What follows belongs to an exercise in optimizing a design on an open flow for small area, a short achievable clock period and few clock cycles per item; a production flow would make more cautious choices. Where RTL was checked, it was by simulation tests only, not by an equivalence proof against the original.

## v2
Design itch_decoder_top, start of the top module:
module itch_decoder_top (
    input  logic          clk,
    input  logic          rst_n,
    input  logic [511:0]  s_axis_tdata,
    input  logic [7:0]    s_axis_tkeep,
    input  logic          s_axis_tlast,
    input  logic [95:0]   s_axis_tuser,
    input  logic          s_axis_tvalid,
    output logic          s_axis_tready,
    output logic [63:0]   dec_ingress_ts,
    output logic [63:0]   dec_decode_ts,
    output logic [31:0]   dec_seq_num,
    output logic [7:0]    dec_msg_type,
    output logic [63:0]   dec_symbol_key,
    output logic [9:0]    dec_symbol_idx,
    output logic          dec_symbol_valid,
    output logic          dec_side,
    output logic [31:0]   dec_price,
    output logic [31:0]   dec_qty,
    output logic [63:0]   dec_order_id,
    output logic          dec_is_book_update,
    output logic          dec_stale,
    output logic [3:0]    dec_error_flags,
    output logic          decoded_valid,
    input  logic          decoded_ready,
    output logic [63:0]   sym_lookup_key,
    output logic          sym_lookup_valid,
    input  logic [9:0]    sym_lookup_idx,
    input  logic          sym_lookup_hit,
    input  logic          sym_lookup_ready,
    output logic [31:0]   stat_add_orders,
    output logic [31:0]   stat_executes,
    output logic [31:0]   stat_cancels,
    output logic [31:0]   stat_deletes,
    output logic [31:0]   stat_replaces,
    output logic [31:0]   stat_trades,
    output logic [31:0]   stat_unknown
);
Size in the first run: roughly 530 flip-flops, ~0.024 sq mm of cells after synthesis.
clock: 3.3 ns
lec_check: 0
cap_margin: 20
core_area: 5 5 221 221
cts_cluster_diameter: 90
cts_cluster_size: 27
die_area: 0 0 226 226
setup_slack_margin: 1.3
slew_margin: 20
standard.sh (not shown) runs the stock make flow with config.mk's settings and CLKGATE_MAP_FILE= SYNTH_SCRIPT=/design/flow/synth_recipe.tcl, a recipe that flattens the netlist after the stock synthesis.
==> flow/flow/run.sh <==
#!/bin/bash
# Own layout flow: the standard flow (standard.sh) with these changes:
#  - port buffers are buf_1 cells instead of the delay buffer buffer_ports picks by default
#    (every port still gets its own buffer);
#  - pins may sit one routing track apart, so the die can be much smaller than the pin count
#    would otherwise allow; the clock pin is placed alone mid-left (pins_pre.tcl).
# Each ORFS step logs to orfs/logs/...; standard.sh's own output goes to standard.log.
set -euo pipefail
here=$(pwd)
half=$(awk '/^export DIE_AREA/ {print ($5 + $7) / 2}' config.mk)
export BUFFER_PORTS_ARGS="-buffer_cell sky130_fd_sc_hd__buf_1"
export PLACE_PINS_ARGS="-min_distance 1 -min_distance_in_tracks -corner_avoidance 15 -exclude left:$(( ${half%.*} - 8 ))-$(( ${half%.*} + 8 ))"
export PRE_IO_PLACEMENT_TCL="$here/flow/pins_pre.tcl"
echo "PLACE_PINS_ARGS=$PLACE_PINS_ARGS" > run.log
bash standard.sh > standard.log 2>&1
==> flow/flow/pins_pre.tcl <==
# Put the clock pin alone in the middle of the left edge; place_pins keeps the
# stretch around it free (see PLACE_PINS_ARGS in run.sh), so no other pin sits
# one track from it.
set die [ord::get_die_area]
set ymid [expr {([lindex $die 1] + [lindex $die 3]) / 2.0}]
place_pin -pin_name clk -layer met3 -location [list 0.4 $ymid] -force_to_die_boundary
Testbench counts of v2, summed over its fixed seeds: cycles 17,920, items 16,000.
Edits applied to the flow inputs when going from v2 to v31:
--- a/flow/design.v
+++ b/flow/design.v
@@ -236,23 +236,23 @@
         else if (sel_ecx)
             in_qty = {s_axis_tdata[152 +: 8], s_axis_tdata[160 +: 8], s_axis_tdata[168 +: 8], s_axis_tdata[176 +: 8]};
         else
             in_qty = {s_axis_tdata[160 +: 8], s_axis_tdata[168 +: 8], s_axis_tdata[176 +: 8], s_axis_tdata[184 +: 8]};
     end
     assign in_price = sel_u ?
         {s_axis_tdata[248 +: 8], s_axis_tdata[256 +: 8], s_axis_tdata[264 +: 8], s_axis_tdata[272 +: 8]} :
         {s_axis_tdata[256 +: 8], s_axis_tdata[264 +: 8], s_axis_tdata[272 +: 8], s_axis_tdata[280 +: 8]};
     assign in_side = (s_axis_tdata[152 +: 8] != 8'h42);
     logic        emit_r, look_r, empty_r;
     logic        look_i;
-    logic        pass_r;
+    logic        pass_r, pass2_r;
     logic        load;         
     logic        take_i;       
     logic [47:0] r_ts;
     logic [31:0] r_seq;
     logic [7:0]  r_type;
     logic        r_stale;
     logic [3:0]  r_err;        
     logic        r_book;       
     logic [63:0] r_order_id;
     logic [63:0] r_symbol;
     logic [31:0] r_qty;
@@ -268,49 +268,52 @@
             8'h41, 8'h46: in_cls = 7'b0000001;
             8'h45, 8'h43: in_cls = 7'b0000010;
             8'h58:        in_cls = 7'b0000100;
             8'h44:        in_cls = 7'b0001000;
             8'h55:        in_cls = 7'b0010000;
             8'h50:        in_cls = 7'b0100000;
             default:      in_cls = 7'b1000000;
         endcase
     end
     assign in_needs_lk = (in_type == 8'h41) || (in_type == 8'h46) || (in_type == 8'h50) || in_r;
     assign decoded_valid = emit_r || (look_r && sym_lookup_ready);
-    assign s_axis_tready = empty_r || (decoded_ready && (!look_r || sym_lookup_ready));
+    assign s_axis_tready = (empty_r || decoded_ready) && (!look_r || sym_lookup_ready);
     assign take_i = decoded_ready && (!look_i || sym_lookup_ready);
     assign load   = empty_r || take_i;
     always_ff @(posedge clk or negedge rst_n) begin
         if (!rst_n) begin
             emit_r  <= 1'b0;
             look_r  <= 1'b0;
             empty_r <= 1'b1;
         end else if (s_axis_tready) begin
             emit_r  <= s_axis_tvalid && !in_needs_lk;
             look_r  <= s_axis_tvalid && in_needs_lk;
             empty_r <= !s_axis_tvalid;
         end else if (look_r && sym_lookup_ready) begin
             emit_r  <= 1'b1;
             look_r  <= 1'b0;
         end
     end
     always_ff @(posedge clk or negedge rst_n) begin
         if (!rst_n) begin
-            look_i <= 1'b0;
-            pass_r <= 1'b0;      
+            look_i  <= 1'b0;
+            pass_r  <= 1'b0;     
+            pass2_r <= 1'b0;
         end else if (load) begin
-            look_i <= in_needs_lk;
-            pass_r <= 1'b1;
+            look_i  <= in_needs_lk;
+            pass_r  <= 1'b1;
+            pass2_r <= 1'b1;
         end else if (sym_lookup_ready) begin
-            look_i <= 1'b0;
-            pass_r <= 1'b0;
+            look_i  <= 1'b0;
+            pass_r  <= 1'b0;
+            if (look_i) pass2_r <= 1'b0;
         end
     end
     always_ff @(posedge clk) begin
         if (load) begin
             r_ts       <= s_axis_tuser[47:0];
             r_seq      <= s_axis_tuser[95:64];
             r_type     <= in_type;
             r_cls      <= s_axis_tvalid ? in_cls : 7'b0;
             r_stale    <= s_axis_tuser[55];
             r_err      <= (in_book || in_s || in_r) ? s_axis_tuser[51:48] : 4'hF;
             r_book     <= in_book;
@@ -331,23 +334,23 @@
         end
     end
     assign sym_lookup_valid = look_r;
     assign sym_lookup_key   = r_symbol;
     always_comb begin
         decoded_msg                = '0;
         decoded_msg.ingress_ts     = {16'h0, r_ts};
         decoded_msg.decode_ts      = '0;
         decoded_msg.seq_num        = r_seq;
         decoded_msg.msg_type       = t2t_pkg::itch_msg_type_e'(r_type);
         decoded_msg.symbol_key     = r_symbol;
-        decoded_msg.symbol_idx     = r_idx | (sym_lookup_idx & {10{pass_r}});
+        decoded_msg.symbol_idx     = r_idx | {sym_lookup_idx[9:5] & {5{pass2_r}}, sym_lookup_idx[4:0] & {5{pass_r}}};
         decoded_msg.symbol_valid   = r_hit | (sym_lookup_hit & pass_r);
         decoded_msg.side           = t2t_pkg::side_e'(r_side);
         decoded_msg.price          = r_price;
         decoded_msg.qty            = r_qty;
         decoded_msg.order_id       = r_order_id;
         decoded_msg.is_book_update = r_book;
         decoded_msg.stale          = r_stale;
         decoded_msg.error_flags    = r_err;
     end
     always_ff @(posedge clk or negedge rst_n) begin
         if (!rst_n) begin
Notes after the runs:
Between v31 and v2, the gate count of the mapped netlist figures differ only marginally.
On finished layout cell area, v31 and v2 are basically level.
Summary of v31 over v2: hold slack picked up an extra 0.10 ns; routing usage on met2 lost 1.6 points.
Compared with v2, v31 shows a met1 global-route usage that is 1.8 points higher.
v31 reports a lower maximum resistive drop on vdd than v2 does.
The fmax of v31 was inferior to that of v2.
v31 — routability congestion estimate from global placement about 2.6% lower, v2 as reference
Die area: v31 vs v2 — no meaningful difference
Looking at source of the critical timing path, the u_decoder.pass_r result is from v2; the u_decoder.empty_r one comes from v31.
Side by side, global-route usage turned out higher in v31 than in v2.
Taking v2 as the reference, in v31 share of async-settable or async-resettable flops after synthesis saw little to no change, top fanout value on the critical path saw a decrease.
The RTL of v31 was laid out without a check of its function.

-- afterwards: timing with drivers on the ports --
The results above use ideal ports. As a check the final layouts listed here were re-extracted and re-timed, cells and wires unchanged. Step 1, drivers: a clkbuf_16 drives clk and a buf_2 each remaining input, both assumed. Step 2 also shifts input and output timing later by t, the mid clock arrival at the registers, as if the neighbouring blocks saw the same clock. Three values: ideal, step 1, step 2; two values: the first two.
run | shift t [ns] | slack for setup (ns) | hold slack, ns | latest minus earliest clock arrival (ns) | slew at the worst register clock pin (ns)
v2 | 0.629 | 1.172 / 1.130 / 0.707 | 0.035 / 0.026 / 0.460 | 0.028 / 0.028 | 0.11 / 0.11
v31 | 0.635 | 1.113 / 1.048 / 0.690 | 0.136 / 0.126 / 0.467 | 0.028 / 0.027 | 0.11 / 0.11
After both steps every run listed still meets setup and hold. The setup slack of v2, which loses most, moves by -0.042 ns with the drivers and by -0.465 ns with both steps.
